Context: an optimization exercise on an open-source flow, tuned for small area and a short achievable clock period. The choices shown serve that exercise and are no tape-out recipe.
Only simulation tests tie the RTL to the original design; equivalence was not proved.
No activity file was given, so power comes from the tool's default toggle rates.

`flow/design.v`:
```
module g_inv (input wire a, output wire y);
   assign y = ~a;
endmodule
module g_nand2 (input wire a, b, output wire y);
   assign y = ~(a & b);
endmodule
module g_nor2 (input wire a, b, output wire y);
   assign y = ~(a | b);
endmodule
module g_and2b (input wire an, b, output wire y);
   assign y = ~an & b;
endmodule
module g_nand3 (input wire a, b, c, output wire y);
   assign y = ~(a & b & c);
endmodule
module g_xor2 (input wire a, b, output wire y);
   assign y = a ^ b;
endmodule
module g_maj3 (input wire a, b, c, output wire y);
   assign y = (a & b) | (a & c) | (b & c);
endmodule
module g_mux2 (input wire a0, a1, s, output wire y);
   assign y = s ? a1 : a0;
endmodule
module g_a22o (input wire a1, a2, b1, b2, output wire y);
   assign y = (a1 & a2) | (b1 & b2);
endmodule
module g_a22oi (input wire a1, a2, b1, b2, output wire y);
   assign y = ~((a1 & a2) | (b1 & b2));
endmodule
module g_a222oi (input wire a1, a2, b1, b2, c1, c2, output wire y);
   assign y = ~((a1 & a2) | (b1 & b2) | (c1 & c2));
endmodule
module dec3 (input wire [2:0] s, output wire [7:0] h);
   assign h = 8'b1 << s;
endmodule
module dec3f (input wire [2:0] s, output wire [7:0] h);
   wire [2:0] sn;
   wire [7:0] hn;
   g_inv i0 (s[0], sn[0]);
   g_inv i1 (s[1], sn[1]);
   g_inv i2 (s[2], sn[2]);
   genvar j;
   generate
      for (j = 0; j < 8; j = j + 1) begin : ln
         g_nand3 un (j[2] ? s[2] : sn[2], j[1] ? s[1] : sn[1], j[0] ? s[0] : sn[0], hn[j]);
         g_inv   ui (hn[j], h[j]);
      end
   endgenerate
endmodule
module rdbit (input wire [7:0] h, input wire [7:0] d, output wire o);
   assign o = |(h & d);
endmodule
module g_xnor2 (input wire a, b, output wire y);
   assign y = ~(a ^ b);
endmodule
module g_a21oi (input wire a1, a2, b1, output wire y);
   assign y = ~((a1 & a2) | b1);
endmodule
module g_o21ai (input wire a1, a2, b1, output wire y);
   assign y = ~((a1 | a2) & b1);
endmodule
module alu (input wire [1:0] op, input wire [15:0] a, b,
            output wire [15:0] y, output wire co);
   wire [15:0] bx, gn, tn, g, p, l, s;
   wire cinn = ~op[0];
   wire op1n = ~op[1];
   wire g0c;
   wire g0c_i;
   wire G1_1;
   wire G1_3;
   wire P1_3;
   wire G1_5;
   wire P1_5;
   wire G1_7;
   wire P1_7;
   wire G1_9;
   wire P1_9;
   wire G1_11;
   wire P1_11;
   wire G1_13;
   wire P1_13;
   wire G1_15;
   wire P1_15;
   wire G1_1_i;
   wire G2_2;
   wire G2_3;
   wire G1_5_i;
   wire G2_6;
   wire P1_5_i;
   wire P2_6;
   wire G2_7;
   wire P2_7;
   wire G1_9_i;
   wire G2_10;
   wire P1_9_i;
   wire P2_10;
   wire G2_11;
   wire P2_11;
   wire G1_13_i;
   wire G2_14;
   wire P1_13_i;
   wire P2_14;
   wire G2_15;
   wire P2_15;
   wire G3_4;
   wire G3_5;
   wire G2_3_i;
   wire G3_6;
   wire G3_7;
   wire G3_12;
   wire P3_12;
   wire G3_13;
   wire P3_13;
   wire G2_14_i;
   wire P2_14_i;
   wire G3_14;
   wire P3_14;
   wire G3_15;
   wire P3_15;
   wire G3_7_i;
   wire G4_8;
   wire G4_9;
   wire G4_10;
   wire G4_11;
   wire G4_12;
   wire G4_13;
   wire G4_14;
   wire G4_15;
   genvar i;
   generate
      for (i = 0; i < 16; i = i + 1) begin : bs
         g_xor2  ux (b[i], op[0], bx[i]);
         g_nand2 ug (a[i], bx[i], gn[i]);
         g_nor2  ut (a[i], bx[i], tn[i]);
         g_inv   uq (gn[i], g[i]);
         g_nor2  up (tn[i], g[i], p[i]);           
         g_maj3  ul (a[i], b[i], op[0], l[i]);    
         g_a22o  uy (op[1], l[i], op1n, s[i], y[i]);
      end
   endgenerate
   g_o21ai u_o21ai_0 (tn[0], cinn, gn[0], g0c);
   g_inv u_inv_0 (g0c, g0c_i);
   g_o21ai u_o21ai_1 (tn[1], g0c_i, gn[1], G1_1);
   g_o21ai u_o21ai_2 (tn[3], gn[2], gn[3], G1_3);
   g_nor2 u_nor2_0 (tn[3], tn[2], P1_3);
   g_o21ai u_o21ai_3 (tn[5], gn[4], gn[5], G1_5);
   g_nor2 u_nor2_1 (tn[5], tn[4], P1_5);
   g_o21ai u_o21ai_4 (tn[7], gn[6], gn[7], G1_7);
   g_nor2 u_nor2_2 (tn[7], tn[6], P1_7);
   g_o21ai u_o21ai_5 (tn[9], gn[8], gn[9], G1_9);
   g_nor2 u_nor2_3 (tn[9], tn[8], P1_9);
   g_o21ai u_o21ai_6 (tn[11], gn[10], gn[11], G1_11);
   g_nor2 u_nor2_4 (tn[11], tn[10], P1_11);
   g_o21ai u_o21ai_7 (tn[13], gn[12], gn[13], G1_13);
   g_nor2 u_nor2_5 (tn[13], tn[12], P1_13);
   g_o21ai u_o21ai_8 (tn[15], gn[14], gn[15], G1_15);
   g_nor2 u_nor2_6 (tn[15], tn[14], P1_15);
   g_inv u_inv_1 (G1_1, G1_1_i);
   g_o21ai u_o21ai_9 (tn[2], G1_1_i, gn[2], G2_2);
   g_a21oi u_a21oi_0 (P1_3, G1_1, G1_3, G2_3);
   g_inv u_inv_2 (G1_5, G1_5_i);
   g_o21ai u_o21ai_10 (tn[6], G1_5_i, gn[6], G2_6);
   g_inv u_inv_3 (P1_5, P1_5_i);
   g_nor2 u_nor2_7 (tn[6], P1_5_i, P2_6);
   g_a21oi u_a21oi_1 (P1_7, G1_5, G1_7, G2_7);
   g_nand2 u_nand2_0 (P1_7, P1_5, P2_7);
   g_inv u_inv_4 (G1_9, G1_9_i);
   g_o21ai u_o21ai_11 (tn[10], G1_9_i, gn[10], G2_10);
   g_inv u_inv_5 (P1_9, P1_9_i);
   g_nor2 u_nor2_8 (tn[10], P1_9_i, P2_10);
   g_a21oi u_a21oi_2 (P1_11, G1_9, G1_11, G2_11);
   g_nand2 u_nand2_1 (P1_11, P1_9, P2_11);
   g_inv u_inv_6 (G1_13, G1_13_i);
   g_o21ai u_o21ai_12 (tn[14], G1_13_i, gn[14], G2_14);
   g_inv u_inv_7 (P1_13, P1_13_i);
   g_nor2 u_nor2_9 (tn[14], P1_13_i, P2_14);
   g_a21oi u_a21oi_3 (P1_15, G1_13, G1_15, G2_15);
   g_nand2 u_nand2_2 (P1_15, P1_13, P2_15);
   g_o21ai u_o21ai_13 (tn[4], G2_3, gn[4], G3_4);
   g_o21ai u_o21ai_14 (P1_5_i, G2_3, G1_5_i, G3_5);
   g_inv u_inv_8 (G2_3, G2_3_i);
   g_a21oi u_a21oi_4 (P2_6, G2_3_i, G2_6, G3_6);
   g_o21ai u_o21ai_15 (P2_7, G2_3, G2_7, G3_7);
   g_o21ai u_o21ai_16 (tn[12], G2_11, gn[12], G3_12);
   g_nor2 u_nor2_10 (tn[12], P2_11, P3_12);
   g_o21ai u_o21ai_17 (P1_13_i, G2_11, G1_13_i, G3_13);
   g_nor2 u_nor2_11 (P1_13_i, P2_11, P3_13);
   g_inv u_inv_9 (G2_14, G2_14_i);
   g_inv u_inv_10 (P2_14, P2_14_i);
   g_o21ai u_o21ai_18 (P2_14_i, G2_11, G2_14_i, G3_14);
   g_nor2 u_nor2_12 (P2_14_i, P2_11, P3_14);
   g_o21ai u_o21ai_19 (P2_15, G2_11, G2_15, G3_15);
   g_nor2 u_nor2_13 (P2_15, P2_11, P3_15);
   g_inv u_inv_11 (G3_7, G3_7_i);
   g_o21ai u_o21ai_20 (tn[8], G3_7_i, gn[8], G4_8);
   g_o21ai u_o21ai_21 (P1_9_i, G3_7_i, G1_9_i, G4_9);
   g_a21oi u_a21oi_5 (P2_10, G3_7, G2_10, G4_10);
   g_o21ai u_o21ai_22 (P2_11, G3_7_i, G2_11, G4_11);
   g_a21oi u_a21oi_6 (P3_12, G3_7, G3_12, G4_12);
   g_a21oi u_a21oi_7 (P3_13, G3_7, G3_13, G4_13);
   g_a21oi u_a21oi_8 (P3_14, G3_7, G3_14, G4_14);
   g_a21oi u_a21oi_9 (P3_15, G3_7, G3_15, G4_15);
   g_xor2 us_0 (p[0], op[0], s[0]);
   g_xor2 us_1 (p[1], g0c, s[1]);
   g_xor2 us_2 (p[2], G1_1, s[2]);
   g_xor2 us_3 (p[3], G2_2, s[3]);
   g_xnor2 us_4 (p[4], G2_3, s[4]);
   g_xor2 us_5 (p[5], G3_4, s[5]);
   g_xor2 us_6 (p[6], G3_5, s[6]);
   g_xnor2 us_7 (p[7], G3_6, s[7]);
   g_xor2 us_8 (p[8], G3_7, s[8]);
   g_xor2 us_9 (p[9], G4_8, s[9]);
   g_xor2 us_10 (p[10], G4_9, s[10]);
   g_xnor2 us_11 (p[11], G4_10, s[11]);
   g_xor2 us_12 (p[12], G4_11, s[12]);
   g_xnor2 us_13 (p[13], G4_12, s[13]);
   g_xnor2 us_14 (p[14], G4_13, s[14]);
   g_xnor2 us_15 (p[15], G4_14, s[15]);
   assign co = ~G4_15;
endmodule
module reg_alu (input wire clk, reset, sel, wr, input wire [1:0] op,
                input wire [2:0] rd_addr_a, rd_addr_b, wr_addr,
                input wire [15:0] d_in,
                output wire [15:0] d_out_a, d_out_b, output wire cout);
   reg  [15:0] r [0:7];
   reg         c_q;
   wire [7:0]  ha, hb, hw;
   wire [15:0] a, b, y, wd;
   wire [15:0] nx [0:7];
   wire        c;
   dec3f deca (rd_addr_a, ha);
   dec3f decb (rd_addr_b, hb);
   dec3 decw (wr_addr, hw);
   genvar i, j;
   generate
      for (i = 0; i < 16; i = i + 1) begin : rd
         rdbit ua (ha, {r[7][i], r[6][i], r[5][i], r[4][i], r[3][i], r[2][i], r[1][i], r[0][i]}, a[i]);
         rdbit ub (hb, {r[7][i], r[6][i], r[5][i], r[4][i], r[3][i], r[2][i], r[1][i], r[0][i]}, b[i]);
      end
   endgenerate
   alu alu_m (op, a, b, y, c);
   wire s1 = sel & ~reset;
   wire s0 = ~sel & ~reset;
   generate
      for (i = 0; i < 16; i = i + 1) begin : wdb
         g_a22o uw (s1, y[i], s0, d_in[i], wd[i]);
      end
   endgenerate
   wire [7:0] en  = ({8{wr}} & hw) | {8{reset}};
   wire [7:0] enn = ~en;
   generate
      for (j = 0; j < 8; j = j + 1) begin : rg
         for (i = 0; i < 16; i = i + 1) begin : bt
            g_a22o uh (en[j], wd[i], enn[j], r[j][i], nx[j][i]);
         end
         always @(posedge clk) r[j] <= nx[j];
      end
   endgenerate
   always @(posedge clk) c_q <= c & ~reset;
   assign d_out_a = a;
   assign d_out_b = b;
   assign cout = c_q;
endmodule
```
`flow/flow/run.sh`:
```
#!/bin/bash
# Standard ORFS layout (the standard.sh, synthesis unchanged) with these
# changes to how the layout is made:
#  - port buffers start as buf_1 rather than the delay cell buffer_ports picks
#    by default (the resizer upsizes them where timing or slew needs it);
#  - the resizer may swap a cell for one of a different footprint;
#  - clock tree built from clkbuf_4 only, without dummy balancing loads.
set -euo pipefail
export BUFFER_PORTS_ARGS="-buffer_cell sky130_fd_sc_hd__buf_1"
export CTS_ARGS="-sink_clustering_enable -repair_clock_nets -dont_use_dummy_load -buf_list {sky130_fd_sc_hd__clkbuf_4}"
bash standard.sh MATCH_CELL_FOOTPRINT=0 finish > standard_flow.log 2>&1
```
`flow/standard.sh`:
```
#!/bin/bash
# synth_recipe.tcl (not shown) runs the flow's synth.tcl, then flattens the netlist and writes it again
# the make line also repeats each setting of config.mk as NAME=value (left out here)
make -C /OpenROAD-flow-scripts/flow DESIGN_CONFIG=/design/flow/config.mk WORK_HOME=/design/flow/orfs CLKGATE_MAP_FILE= SYNTH_SCRIPT=/design/flow/synth_recipe.tcl "${@:-finish}"
```
`flow/config.mk`:
```
export PLATFORM = sky130hd
export DESIGN_NAME = reg_alu
export DESIGN_NICKNAME = reg_alu
export VERILOG_FILES = /design/flow/design.v
export SDC_FILE = /design/flow/constraint.sdc
export NUM_CORES = 4
export LEC_CHECK = 0
export CAP_MARGIN = 20
export CORE_MARGIN = 2
export CORE_UTILIZATION = 40
export SETUP_SLACK_MARGIN = 4.3
export SLEW_MARGIN = 20
export SYNTH_HIERARCHICAL = 1
```
`flow/constraint.sdc`:
```
create_clock -name core_clock -period 10.0 [get_ports {clk}]
set_input_delay 2.0000 -clock core_clock [delete_from_list [all_inputs] [get_ports {clk}]]
set_output_delay 2.0000 -clock core_clock [all_outputs]
set_load 0.01 [all_outputs]
```
==> reports/summary.txt, run 1 <==
Die Ht: 132 µm
Final setup violation count: 0
Setup Skew: 0.0253 ns
Unrepaired setup endpoints after global routing: no
Port Buffers: 63
Starting Density: 41.1%
Mean Syn Cell Area: 9.46 µm²
Area grow syn2layout: 11.3%
Syn Nets: 726
Largest cells by area after synthesis: dfxtp_1 39%, a22o_1 21%, a22oi_1 15%
Total wire length: 24300 µm
Yosys cell types: 23
Hold WS: 0.509 ns
CTS H-tree depth: 4
Clock buffer depth: 2
Initial antenna violation count: 0
Main combinational cell family by area after synthesis: compound AO/OA/AOI/OAI gates
GRT Total Usage: 27.5%
DR vias/cell: 6.67
Compound-Gate Fraction of Synth Area: 40.7%
Core area: 16000 µm²
Startpoint types: input port
Req. time, crit path: 8.00 ns
Vias in the first global route: 6548
Number of synthesized flops with an enable pin: 0
FFs w/ async S/R, synth: 0%
Antenna Nets Post-Route: 0
Synth Flop Type: dfxtp_1
Synth Area in Adders: 2.74%
Dpl hpwl: 14900 µm
Synth top cells by count: 160 x a22o_1, 129 x dfxtp_1, 128 x a22oi_1
Layer carrying the most global-route usage: met2
CTS Hold Bufs: 0
Highest clock rate: 180 MHz
1st-iter DRT viols: 939
Total negative setup slack: 0 ns
Worst-Margin Slew: 1.21 ns
Worst-path fanout max: 16
Final GP Congestion: 0.866
Worst path arrival time: 3.57 ns
Clock period minus worst slack: 5.57 ns
Die area: 17500 µm²
Largest net degree at the start of global routing: 35
Cell Pwr Density: 188 nW/µm²
GR Util met3: 9.65%
YS warnings: 9
Synth Instances: 695
Met2 usage: 42.5%
Worst skew pair latency: 0.55 ns
Area leader, netlist: dfxtp_1
Setup CP Type: in2out
Detailed-router iteration count before antenna repair: 7
MaxCap Viol Count: 0
# clock sinks: 129
Fillers: 1626
Top-count cell post-synth: a22o_1
First-pass GRT wire length: 36900 µm
Post-synthesis mux area share: 0%
Share of cells above drive strength 1: 9.96%
Horiz. Die Dim: 132 µm
Clock Tree Root: clkbuf_4
Sequential area share after synthesis: 39.3%
Hold Vio Cnt, Final: 0
Number of diodes: 0
DRC: 0
Max_slew headroom: 19.2%
Share of the clock period used by the worst path: 55.7%
Max VDD drop: 71.6 µV
Nets@finish: 816
Via count: 6660
Final instance area: 7320 µm²
Synth top area share: 39.3%
Crit end category: output port
GRT overflow: 0
CTS Buf Count: 17
CTS tree: done
Clock Pin Slew Worst Setup and Hold Paths: 0.09 ns
Top Ports: 64
Leakage power: 3.00 nW
Reg2Reg Setup Slack: 6.62 ns
Total Power: 1.37 mW
Row cnt: 46
Post-Synth XOR/XNOR Area: 4.26%
Hold Path Class: reg2reg
Simple-gate portion of the synthesized area: 9.28%
Pins Over Slew Limit: 0
Placed cell areas: 7150 µm²
GR Util met1: 34.3%
#FFs+latches synth: 129
Mapped Area: 6580 µm²
Wirelength per Cell: 24.4 µm
Status: complete, no violations
[per-stage QoR]
step	util (%)	worst slack, ns	instances
5_1_grt	45.7	4.32	999
3_5_place_dp	44.7	3.58	979
2_1_floorplan	-	4.73	695
6_report	45.7	4.43	999
4_1_cts	45.5	4.43	996
3_3_place_gp	44.6	3.77	979
[Yosys stat by module, one instance, submodules excluded, excerpt]
module   area, µm²  copies in the design  cells  flip-flops and latches
reg_alu       2760                     1    152                     129
g_nand2       3.75                    19      1                       0
rdbit         36.3                    32      5                       0
g_nor2        3.75                    46      1                       0
alu           11.3                     1      3                       0
g_nand3       5.00                    16      1                       0
g_a22o        8.76                   160      1                       0
[where the power goes]
group	internal (mW)	switching, mW
logic	0.188	0.281
clock network	0.0773	0.165
registers	0.595	0.0669
[flip-flops by register name (all words and copies together) (netlist names)]
name,count
r,128
c_q,1
[cells in the final DEF (no fill, tap or decap), drive strengths merged, types with 19 or more instances in the layout]
master / Yosys / final
o21ai: 23 / 23
a22o: 160 / 160
nor2: 47 / 47
a22oi: 128 / 128
nand2: 19 / 19
nand4: 32 / 32
dfxtp: 129 / 129
buf: 4 / 74
inv: 53 / 52
xor2: 26 / 26
[what timing repair did]
| item | 4_1_cts | 5_1_grt |
|---|---|---|
| setup buffers | 0 | 3 |
| gates cloned | 0 | 0 |
| resized for setup | 1 | 2 |
| setup endpoints to repair | 24 | 57 |
| pin swaps | 0 | 1 |
[cells by family (layout without fill, tap and decap cells)]
logic type | after synthesis | after routing
adders and majority gates | 16 | 16
and+or+nand+nor | 124 | 124
AOI/OAI and AO/OA | 337 | 337
xor gates and xnor gates | 32 | 32
DFF | 129 | 129
buffers and inverters | 57 | 145
[cell type report]
| cell class | count | area, µm² | area share [%] |
|---|---|---|---|
| sequential | 129 | 2580 | 35.3 |
| clock buffer | 17 | 128 | 1.74 |
| tap | 216 | 270 | 3.69 |
| multi-input combinational | 509 | 3810 | 52.0 |
| inverter | 53 | 203 | 2.77 |
| timing repair buffer | 75 | 328 | 4.48 |
[worst paths after layout]
check	start	end	cells past startpoint
max	rd_addr_a[0]	d_out_a[7]	7
min	r[7][5]$_DFF_P_	r[7][5]$_DFF_P_	1
max reg2reg	r[2][0]$_DFF_P_	r[6][14]$_DFF_P_	15
min reg2reg	r[7][5]$_DFF_P_	r[7][5]$_DFF_P_	1
[worst max-delay path, cell delays in order]
cell and delay, ns:
buf_1 0.12, inv_1 0.13, nand3_1 0.10, inv_1 0.53
a22oi_1 0.21, nand4_1 0.28, buf_1 0.19
[routing by layer]
layer	vias to the layer above	wire length (µm)	part of all wire [%]
li1	2958	-	-
met1	3140	9770	40
met2	462	10600	44
met3	100	3010	12
met4	0	962	4.0
met5	-	0	0
==> run 2: changes to the inputs <==
--- a/flow/design.v
+++ b/flow/design.v
@@ -61,9 +61,9 @@
    assign y = ~((a1 | a2) & b1);
 endmodule
-module alu (input wire [1:0] op, input wire [15:0] a, b,
-            output wire [15:0] y, output wire co);
-   wire [15:0] bx, gn, tn, g, p, l, s;
-   wire cinn = ~op[0];
-   wire op1n = ~op[1];
+module alu (input wire op0, input wire [15:0] a, b,
+            output wire [15:0] s, l, output wire co);
+   wire [15:0] bx, gn, tn, g, p;
+   wire [1:0] op = {1'b0, op0};
+   wire cinn = ~op0;
    wire g0c;
    wire g0c_i;
@@ -137,5 +137,4 @@
          g_nor2  up (tn[i], g[i], p[i]);           
          g_maj3  ul (a[i], b[i], op[0], l[i]);    
-         g_a22o  uy (op[1], l[i], op1n, s[i], y[i]);
       end
    endgenerate
@@ -227,5 +226,5 @@
    reg         c_q;
    wire [7:0]  ha, hb, hw;
-   wire [15:0] a, b, y, wd;
+   wire [15:0] a, b, wd;
    wire [15:0] nx [0:7];
    wire        c;
@@ -240,10 +239,13 @@
       end
    endgenerate
-   alu alu_m (op, a, b, y, c);
-   wire s1 = sel & ~reset;
+   wire [15:0] sm, lg, wdn;
+   alu alu_m (op[0], a, b, sm, lg, c);
+   wire sl = sel & ~reset & op[1];
+   wire ss = sel & ~reset & ~op[1];
    wire s0 = ~sel & ~reset;
    generate
       for (i = 0; i < 16; i = i + 1) begin : wdb
-         g_a22o uw (s1, y[i], s0, d_in[i], wd[i]);
+         g_a222oi uw (ss, sm[i], sl, lg[i], s0, d_in[i], wdn[i]);
+         g_inv    uv (wdn[i], wd[i]);
       end
    endgenerate
--- a/flow/config.mk
+++ b/flow/config.mk
@@ -9,5 +9,5 @@
 export CORE_MARGIN = 2
 export CORE_UTILIZATION = 40
-export SETUP_SLACK_MARGIN = 4.3
-export SLEW_MARGIN = 20
+export SETUP_SLACK_MARGIN = 4.7
+export SLEW_MARGIN = 80
 export SYNTH_HIERARCHICAL = 1
==> run 2 against run 1 <==
Critical path type unchanged. Setup slack better by 0.35 ns. Critical endpoint is now d_out_a[11]. Sequential cell count is the same. Maximum frequency rose by 6.7%. Sequential power rose by 2%.
==> reports/summary.txt, run 2 <==
Area grow syn2layout: 16.1%
Final setup margin: 4.78 ns
Synth Instances: 695
Clock Pin Slew Worst Setup and Hold Paths: 0.09 ns
First-pass GRT wire length: 36400 µm
Core area: 15900 µm²
Metal2 WL: 11100 µm
Synth top area share: 39.7%
Stages on the worst setup path: 7
Worst Reg2Reg Path Length in Cells: 17
Die area: 17300 µm²
Status: complete, no violations
Initial antenna violation count: 0
Total wire length: 24200 µm
Largest cells by area after synthesis: dfxtp_1 40%, a22o_1 17%, a22oi_1 15%
DR vias/cell: 6.60
Max Used Layer: met4
Die Ht: 132 µm
Setup WS pre-CTS: 3.78 ns
Hold Path Class: reg2reg
GRT Total Usage: 27.3%
Setup Skew: 0.0331 ns
Share of the clock period used by the worst path: 52.2%
Top-count cell post-synth: dfxtp_1
Clock period minus worst slack: 5.22 ns
CTS tree: done
Port Buffers: 63
Reg2Reg Launch Point: r[0][0]$_DFF_P_
Largest net degree at the start of global routing: 21
Synth Flop Type: dfxtp_1
Leakage power: 3.10 nW
#FFs+latches synth: 129
CP Buf/Inv Count: 4
Worst path arrival time: 3.22 ns
Row cnt: 46
Worst Setup EP: d_out_a[11]
Worst setup path start: rd_addr_a[2]
Clk network pwr share: 17.0%
Syn Nets: 726
Max reg flops: 128
Slowest cell on the critical path: nand4_1
Share of cells above drive strength 1: 15.9%
Mapped Area: 6500 µm²
DR WL met3: 2380 µm
Startpoint types: input port
Total negative setup slack: 0 ns
Top delay family on crit path: buffers and inverters
CTS Buf Count: 17
Req. time, crit path: 8.00 ns
Number of synthesized flops with an enable pin: 0
FF-to-FF End: r[3][10]$_DFF_P_
Cell Pwr Density: 186 nW/µm²
Final GP Congestion: 0.876
Worst-Margin Slew: 0.363 ns
Worst skew pair latency: 0.55 ns
Horiz. Die Dim: 132 µm
Hold Vio Cnt, Final: 0
Number of diodes: 0
1st-iter DRT viols: 920
Cell Chain, Critical Path: clkbuf_2 > inv_1 > nand3_1 > inv_6 > a22oi_1 > nand4_1 > buf_2
MaxCap Viol Count: 0
Max incr delay on CP: 0.26 ns
Starting Density: 40.9%
Pins Over Slew Limit: 0
Most common cell after layout, fill and taps aside: dfxtp_1
Reg2Reg Setup Slack: 6.63 ns
GRT overflow: 0
CTS H-tree depth: 4
Top Ports: 64
Highest clock rate: 192 MHz
Antenna Nets Post-Route: 0
Max_slew headroom: 75.8%
M1 WL: 10100 µm
Sequential Power Share: 48.1%
Combinational Power Share: 34.9%
Area leader, netlist: dfxtp_1
Worst-path fanout max: 16
Sequential area share after synthesis: 39.7%
Synth top cells by count: 129 x dfxtp_1, 128 x a22o_1, 128 x a22oi_1
Net Switching: 0.526 mW
Mean Syn Cell Area: 9.36 µm²
Commonest cells after routing, fill and taps aside: 129 x dfxtp_1, 128 x a22o_1, 125 x a22oi_1
Detailed-router iteration count before antenna repair: 6
Unrepaired setup endpoints after global routing: yes
Setup CP Type: in2out
Clock buffer depth: 2
Via count: 6688
Vias in the first global route: 6242
Largest regs: r (128), c_q (1)
Wirelength per Cell: 23.9 µm
Yosys cell types: 25
Net Sw Frac: 37.5%
Clock Tree Root: clkbuf_4
Dpl hpwl: 14900 µm
YS warnings: 9
Nets@finish: 830
Max VDD drop: 70.0 µV
DRC: 0
P_int: 0.877 mW
Crit end category: output port
FFs w/ async S/R, synth: 0%
# clock sinks: 129
Final setup violation count: 0
Biggest register: r
-- run 2: cell types whose count changed in the layout (fill, tap and decap cells not counted), sizes merged, moves of 2 or more --
cell and change:
a222oi +16, a22o -32, clkbuf +13, and2b -2, inv +15
-- run 2: kinds of logic after synthesis --
family / after synthesis / synth area share, %
compound gates: 321 / 39.2
xor+xnor: 32 / 4.31
fa+ha+maj: 16 / 2.77
buf+inv: 72 / 4.58
flops: 129 / 39.7
simple gates: 125 / 9.46
-- run 2: layer usage --
metal,track usage [%],vias to the layer above
li1,-,2975
met1,36.4,3245
met2,42.0,413
met3,7.48,55
met4,10.3,0
met5,0,-
-- run 2: how the worst min path moves through the flow --
stage	start	endpoint	cells after the start
after floorplan	r[0][0]$_DFF_P_	r[0][0]$_DFF_P_	1
after global placement	r[0][14]$_DFF_P_	r[0][14]$_DFF_P_	1
after detailed placement	r[5][0]$_DFF_P_	r[5][0]$_DFF_P_	1
after CTS	r[5][0]$_DFF_P_	r[5][0]$_DFF_P_	1
after global routing	r[1][8]$_DFF_P_	r[1][8]$_DFF_P_	1
final	r[1][10]$_DFF_P_	r[1][10]$_DFF_P_	1
-- run 2: modules after synthesis, one instance, submodules excluded, a selection --
module	copies in the design	area, µm²	flip-flops and latches
rdbit	32	36.3	0
g_inv	66	3.75	0
g_nor2	46	3.75	0
g_nand2	19	3.75	0
reg_alu	1	2760	129
g_a22o	128	8.76	0
g_a222oi	16	10.0	0
g_maj3	16	11.3	0
g_nand3	16	5.00	0
-- run 2: layout make-up --
type	instances	area, µm²
clock buffers	17	128
fillers	1523	8340
inverters	68	295
repair buffers	89	479
well taps	216	270
flip-flops and latches	129	2580
multi-input cells	494	3790
-- run 2: repair_timing --
| item | in CTS | in global routing |
|---|---|---|
| pin swaps | 3 | 4 |
| gates resized for setup | 4 | 17 |
| hold buffers | 0 | 0 |
| endpoints found under the setup margin | 10 | 61 |
| setup buffers | 3 | 0 |
-- run 2: power by group through the flow --
stage,combinational (mW),clock (mW),sequential [mW]
after floorplan,0.329,0,0.661
after global placement,0.436,0,0.677
after detailed placement,0.469,0,0.679
after CTS,0.477,0.244,0.669
after global routing,0.529,0.264,0.683
final,0.490,0.238,0.675
-- run 2: through the flow --
step	util [%]	instance area [µm²]	hold WS [ns]	power, mW	std cells
2_1_floorplan	-	6500	0.463	0.990	695
3_3_place_gp	44.5	7070	0.475	1.11	982
3_5_place_dp	45.8	7280	0.482	1.15	989
4_1_cts	46.9	7450	0.502	1.39	1009
5_1_grt	47.5	7550	0.520	1.48	1013
6_report	47.5	7550	0.505	1.40	1013
-- run 2: worst register-to-register path, cell delays in order, from the launching register on --
cell and delay (ns):
dfxtp_1 0.34, a22oi_1 0.17, nand4_1 0.17, xor2_1 0.20, nor2_1 0.09, o21ai_2 0.19
inv_1 0.10, o21ai_4 0.22, a21oi_4 0.12, o21ai_4 0.14, clkbuf_4 0.20, clkbuf_4 0.21
inv_1 0.08, o21ai_1 0.16, xor2_1 0.09, a222oi_1 0.31, inv_1 0.21, a22o_1 0.26
==> run 3: changes to the inputs <==
--- a/flow/config.mk
+++ b/flow/config.mk
@@ -10,4 +10,4 @@
 export CORE_UTILIZATION = 40
 export SETUP_SLACK_MARGIN = 4.7
-export SLEW_MARGIN = 80
+export SLEW_MARGIN = 75
 export SYNTH_HIERARCHICAL = 1
==> run 3 against run 2 <==
Clock skew up 0.0033 ns. Critical endpoint unchanged. Critical path depth unchanged. Design area down 0.76%. Register-to-register slack better by 0.03 ns. Combinational power about the same. Clock power about the same. Largest cell class unchanged. Global-route usage up 0.43 points. Largest power group unchanged. First-iteration DRC count up 17%. Via count down 0.36%. Critical path type unchanged. Sequential power about the same.
==> reports/summary.txt, run 3 <==
Unrepaired setup endpoints after global routing: no
Via count: 6664
Highest clock rate: 191 MHz
Startpoint types: input port
Initial antenna violation count: 0
Nets@finish: 830
GRT Total Usage: 27.7%
MaxCap Viol Count: 0
# clock sinks: 129
Total wire length: 24500 µm
Largest cells by area after synthesis: dfxtp_1 40%, a22o_1 17%, a22oi_1 15%
CTS Hold Bufs: 0
CTS H-tree depth: 4
CTS Buf Count: 17
Worst-Margin Slew: 0.356 ns
Setup CP Type: in2out
Dpl hpwl: 14900 µm
Worst-path fanout max: 16
Hold Vio Cnt, Final: 0
Final instance area: 7490 µm²
Number of diodes: 0
Synth Instances: 695
Final GP Congestion: 0.876
Commonest cells after routing, fill and taps aside: 129 x dfxtp_1, 128 x a22o_1, 126 x a22oi_1
GRT overflow: 0
Mean Syn Cell Area: 9.36 µm²
1st-iter DRT viols: 1072
Hold Path Class: reg2reg
Crit end category: output port
First-pass GRT wire length: 36900 µm
DRC: 0
Hold path depth: 1
Largest net degree at the start of global routing: 21
Max VDD drop: 98.0 µV
Top Ports: 64
Horiz. Die Dim: 132 µm
Max_slew headroom: 76.3%
Max Used Layer: met4
DR WL met3: 2820 µm
Pins Over Slew Limit: 0
Yosys cell types: 25
Cell Pwr Density: 188 nW/µm²
Worst Reg2Reg Path Length in Cells: 16
Share of cells above drive strength 1: 14.9%
DP Cell Count: 986
FFs w/ async S/R, synth: 0%
Clock buffer depth: 2
Area leader, netlist: dfxtp_1
Detailed-router iteration count before antenna repair: 8
Non-Filler Instances: 1013
Top-count cell post-synth: dfxtp_1
Syn Nets: 726
Max reg flops: 128
Setup Skew: 0.0364 ns
Row cnt: 46
CTS tree: done
Synth top cells by count: 129 x dfxtp_1, 128 x a22o_1, 128 x a22oi_1
Mapped Area: 6500 µm²
Antenna Nets Post-Route: 0
Worst path arrival time: 3.24 ns
#FFs+latches synth: 129
Port Buffers: 63
Share of the clock period used by the worst path: 52.4%
Leakage power: 3.11 nW
Largest regs: r (128), c_q (1)
Status: complete, no violations
Metal2 WL: 11100 µm
YS warnings: 9
Synth Flop Type: dfxtp_1
Die area: 17300 µm²
Sequential area share after synthesis: 39.7%
Area grow syn2layout: 15.2%
Req. time, crit path: 8.00 ns
Reg2Reg Setup Slack: 6.66 ns
Clock Tree Root: clkbuf_4
Placed cell areas: 7200 µm²
M1 WL: 10000 µm
Total negative setup slack: 0 ns
Final setup violation count: 0
Core area: 15900 µm²
Clock period minus worst slack: 5.24 ns
Die Ht: 132 µm
DR vias/cell: 6.58
Clock Pin Slew Worst Setup and Hold Paths: 0.09 ns
Vias in the first global route: 6233
Synth top area share: 39.7%
Most common cell after layout, fill and taps aside: dfxtp_1
Wirelength per Cell: 24.2 µm
Number of synthesized flops with an enable pin: 0
Biggest register: r
Starting Density: 40.9%
Worst skew pair latency: 0.54 ns
## run 3: cell count changes in the layout (fill, tap and decap cells not counted), moves of 2 or more
cell	change
buf_4	+12
buf_6	-6
clkbuf_2	-3
clkbuf_4	-2
inv_1	+5
inv_2	-4
nand3_1	+2
nand3_2	-2
## run 3: layer usage
layer | track usage (%) | up-vias
met3 | 7.18 | 58
met4 | 10.1 | 0
met2 | 42.3 | 456
met5 | 0 | -
met1 | 37.7 | 3168
li1 | - | 2982
## run 3: cell type report
class                           instances  area, µm²
Clock buffer                           17        128
Fill cell                            1573       8390
Inverter                               68        293
Multi-Input combinational cell        494       3760
Sequential cell                       129       2580
Tap cell                              216        270
Timing Repair Buffer                   89        462
## run 3: cell families after synthesis
family,Yosys count,share of synthesized area [%]
compound gates,321,39.2
xor+xnor,32,4.31
fa+ha+maj,16,2.77
buf+inv,72,4.58
flops,129,39.7
simple gates,125,9.46
## run 3: through the flow
stage               utilization [%]  power (mW)  setup slack (ns)  hold WS, ns
global route                   47.2        1.48              4.69        0.522
global placement               44.5        1.11              3.57        0.475
finish                         47.2        1.41              4.76        0.509
detailed placement             45.3        1.14              3.68        0.482
CTS                            46.4        1.38              4.70        0.505
floorplan                         -       0.990              4.72        0.463
## run 3: what timing repair did
item | in CTS | in global routing
gates resized for setup | 16 | 17
endpoints found under the setup margin | 64 | 72
setup buffers | 3 | 7
pin swaps | 5 | 6
## run 3: worst paths after layout
path,start,endpoint
setup / recovery,rd_addr_a[2],d_out_a[11]
hold / removal,r[5][14]$_DFF_P_,r[5][14]$_DFF_P_
setup reg to reg,r[3][0]$_DFF_P_,r[2][12]$_DFF_P_
hold reg to reg,r[5][14]$_DFF_P_,r[5][14]$_DFF_P_
## run 3: modules after synthesis (local to each module, per instance), excerpt
module	copies in the design	flops+latches	area, µm²
rdbit	32	0	36.3
g_xor2	26	0	8.76
g_nand3	16	0	5.00
g_nand2	19	0	3.75
g_xnor2	6	0	8.76
g_a222oi	16	0	10.0
g_nor2	46	0	3.75
dec3	1	0	65.1
g_o21ai	23	0	5.00
g_inv	66	0	3.75
alu	1	0	7.51
g_a21oi	10	0	8.76
reg_alu	1	129	2760
g_maj3	16	0	11.3
## run 3: worst max-delay path: stages
cell      delay, ns
clkbuf_2       0.13
inv_1          0.09
nand3_1        0.15
inv_4          0.14
a22oi_2        0.22
nand4_1        0.27
buf_2          0.24
## run 3: report_power, final
part | internal (mW) | total [mW] | switching [mW]
registers | 0.601 | 0.675 | 0.0736
clock network | 0.0775 | 0.241 | 0.164
logic | 0.199 | 0.490 | 0.291
==> run 4: changes to the inputs <==
--- a/flow/config.mk
+++ b/flow/config.mk
@@ -9,5 +9,5 @@
 export CORE_MARGIN = 2
 export CORE_UTILIZATION = 40
-export SETUP_SLACK_MARGIN = 4.7
-export SLEW_MARGIN = 75
+export SETUP_SLACK_MARGIN = 4.6
+export SLEW_MARGIN = 60
 export SYNTH_HIERARCHICAL = 1
==> run 4 against run 3 <==
Via count shrank 0.66%. Wire length fell by 1.1%. Core utilization shrank 0.43 points. Worst hold slack worse by 0.0029 ns. Maximum frequency decreased by 1.6%. Sequential power about the same. Non-clock buffer count up 8. Register-to-register slack barely moved. Cell count rose by 0.79%. Highest routed layer unchanged. Die area unchanged. Total power decreased by 0.10%. Synthesized cell count unchanged. Critical endpoint is now d_out_b[11].
==> reports/summary.txt, run 4 <==
Initial antenna violation count: 0
Starting Density: 40.9%
Synth Flop Type: dfxtp_1
Antenna Nets Post-Route: 0
Clock Tree Root: clkbuf_4
Largest regs: r (128), c_q (1)
Final core utilization: 46.7%
Detailed-router iteration count before antenna repair: 6
Top-count cell post-synth: dfxtp_1
Total Power: 1.40 mW
Sequential area share after synthesis: 39.7%
Leakage power: 3.11 nW
Max_slew headroom: 63.9%
Port Buffers: 63
Via count: 6620
Row cnt: 46
1st-iter DRT viols: 948
Final instance area: 7420 µm²
Syn Nets: 726
Slowest cell on the critical path: nand4_1
Worst Reg2Reg Path Length in Cells: 14
Max reg flops: 128
Fillers: 1560
Synth top cells by count: 129 x dfxtp_1, 128 x a22o_1, 128 x a22oi_1
YS warnings: 9
Synth top area share: 39.7%
Synth Instances: 695
Yosys cell types: 25
Hold Vio Cnt, Final: 0
Non-Filler Instances: 1021
Crit end category: output port
Worst-path fanout max: 16
Worst-Margin Slew: 0.542 ns
Mean Syn Cell Area: 9.36 µm²
Area leader, netlist: dfxtp_1
Vias in the first global route: 6247
Cell Pwr Density: 189 nW/µm²
Die Ht: 132 µm
Share of the clock period used by the worst path: 53.3%
Max incr delay on CP: 0.26 ns
MaxCap Viol Count: 0
Largest cells by area after synthesis: dfxtp_1 40%, a22o_1 17%, a22oi_1 15%
CTS tree: done
FFs w/ async S/R, synth: 0%
Highest clock rate: 188 MHz
Worst path arrival time: 3.33 ns
Max VDD drop: 94.1 µV
CTS Buf Count: 17
Pins Over Slew Limit: 0
Placed cell areas: 7110 µm²
# clock sinks: 129
DRC: 0
Startpoint types: input port
CTS H-tree depth: 4
Dpl hpwl: 14800 µm
Clock buffer depth: 2
Most common cell after layout, fill and taps aside: dfxtp_1
First-pass GRT wire length: 36500 µm
Mapped Area: 6500 µm²
Setup Skew: 0.0281 ns
Total negative setup slack: 0 ns
Req. time, crit path: 8.00 ns
Area grow syn2layout: 14.1%
Horiz. Die Dim: 132 µm
Multi-input gate area: 3680 µm²
Commonest cells after routing, fill and taps aside: 129 x dfxtp_1, 128 x a22o_1, 125 x a22oi_1
Setup WS pre-CTS: 4.17 ns
Hold Path Class: reg2reg
Number of diodes: 0
Cell Chain, Critical Path: buf_1 > inv_1 > nand3_1 > inv_2 > a22oi_1 > nand4_1 > clkbuf_2
GRT Total Usage: 27.2%
Hold path depth: 1
Final GP Congestion: 0.876
Largest net degree at the start of global routing: 21
Total wire length: 24200 µm
Hold WS: 0.507 ns
DR vias/cell: 6.48
Top Ports: 64
Die area: 17300 µm²
Biggest register: r
Worst skew pair latency: 0.53 ns
Status: complete, no violations
Clock Pin Slew Worst Setup and Hold Paths: 0.07 ns
Final setup violation count: 0
Share of cells above drive strength 1: 14.7%
#FFs+latches synth: 129
Nets@finish: 838
CTS Hold Bufs: 0
DP Cell Count: 983
GRT overflow: 0
Clock period minus worst slack: 5.33 ns
Setup CP Type: in2out
FF+latch area: 2580 µm²
Final setup margin: 4.67 ns
Core area: 15900 µm²
Unrepaired setup endpoints after global routing: yes
Wirelength per Cell: 23.7 µm
Number of synthesized flops with an enable pin: 0
[run 4: cell count changes in the layout (fill, tap and decap cells not counted), sizes merged]
cell          change
buf              +14
dlymetal6s2s      -1
clkbuf            -5
[run 4: cell type report]
type / count / area share, %
repair buffers: 97 / 6.79
inverters: 68 / 3.51
well taps: 216 / 3.64
multi-input cells: 494 / 49.6
clock buffers: 17 / 1.72
flip-flops and latches: 129 / 34.8
[run 4: cell families (layout without fill, tap and decap cells)]
family,Yosys count,after routing,synth area share [%]
AOI/OAI and AO/OA,321,321,39.2
xor gates and xnor gates,32,32,4.31
adders and majority gates,16,16,2.77
buffers and inverters,72,182,4.58
DFF,129,129,39.7
and+or+nand+nor,125,125,9.46
[run 4: modules after synthesis (local to each module, per instance), excerpt]
| module | cells inside | flip-flops and latches |
|---|---|---|
| g_xnor2 | 1 | 0 |
| g_maj3 | 1 | 0 |
| g_a222oi | 1 | 0 |
| g_o21ai | 1 | 0 |
| g_nand3 | 1 | 0 |
| dec3 | 8 | 0 |
| g_nand2 | 1 | 0 |
| g_nor2 | 1 | 0 |
| g_a22o | 1 | 0 |
| alu | 2 | 0 |
| g_xor2 | 1 | 0 |
| g_a21oi | 1 | 0 |
| reg_alu | 153 | 129 |
| rdbit | 5 | 0 |
[run 4: what timing repair did]
| action | CTS | global route |
|---|---|---|
| resized for setup | 0 | 12 |
| setup endpoints to repair | 0 | 61 |
| endpoints found under the hold margin | 0 | 0 |
| buffers inserted | 0 | 21 |
[run 4: where the power goes]
part	internal [mW]	total, mW	switching (mW)
combinational	0.203	0.491	0.288
clock	0.0776	0.239	0.161
sequential	0.601	0.674	0.0731
total	0.882	1.40	0.522
[run 4: worst paths after layout]
kind	startpoint	end	slack (ns)
worst max-delay path	rd_addr_b[1]	d_out_b[11]	4.67
worst min register to register	r[1][3]$_DFF_P_	r[1][3]$_DFF_P_	0.51
worst max register to register	r[3][0]$_DFF_P_	r[5][11]$_DFF_P_	6.67
worst min-delay path	r[1][3]$_DFF_P_	r[1][3]$_DFF_P_	0.51
[run 4: routing by layer]
metal,vias up,share of wire [%],track usage [%]
met1,3141,42,36.8
met2,420,46,41.9
met3,61,10,7.18
met5,-,0,0
li1,2998,-,-
met4,0,2.6,9.48
[run 4: worst max-delay path, delay by kind of cell]
kind / cells / cell delay [ns]
simple gates: 2 / 0.36
compound gates: 1 / 0.25
buf+inv: 4 / 0.70

## port drivers added, routing unchanged
The flow's constraints put no driver on any port. The routed layouts listed below were extracted and timed again, unchanged, in two steps. Step 1 assumes that a clkbuf_16 drives the clock port and a buf_2 every other input. Step 2, shift: input delay + t, output delay - t, t = (earliest + latest rising clock arrival at the registers) / 2. This alone moves slack from input paths to output paths. Three values: ideal ports, drivers, drivers and shift; two values: the first two.
run | t, ns | setup WS [ns] | slew at the worst register clock pin (ns)
run 1 | 0.575 | 4.432 / 4.410 / 4.112 | 0.11 / 0.11
run 2 | 0.568 | 4.783 / 4.758 / 4.404 | 0.11 / 0.11
run 3 | 0.563 | 4.759 / 4.734 / 4.436 | 0.12 / 0.12
run 4 | 0.552 | 4.673 / 4.651 / 4.354 | 0.11 / 0.11
After both steps setup and hold are still met in every run listed. The setup slack of run 2, which loses most, moves by -0.025 ns with the drivers and by -0.379 ns with both steps.
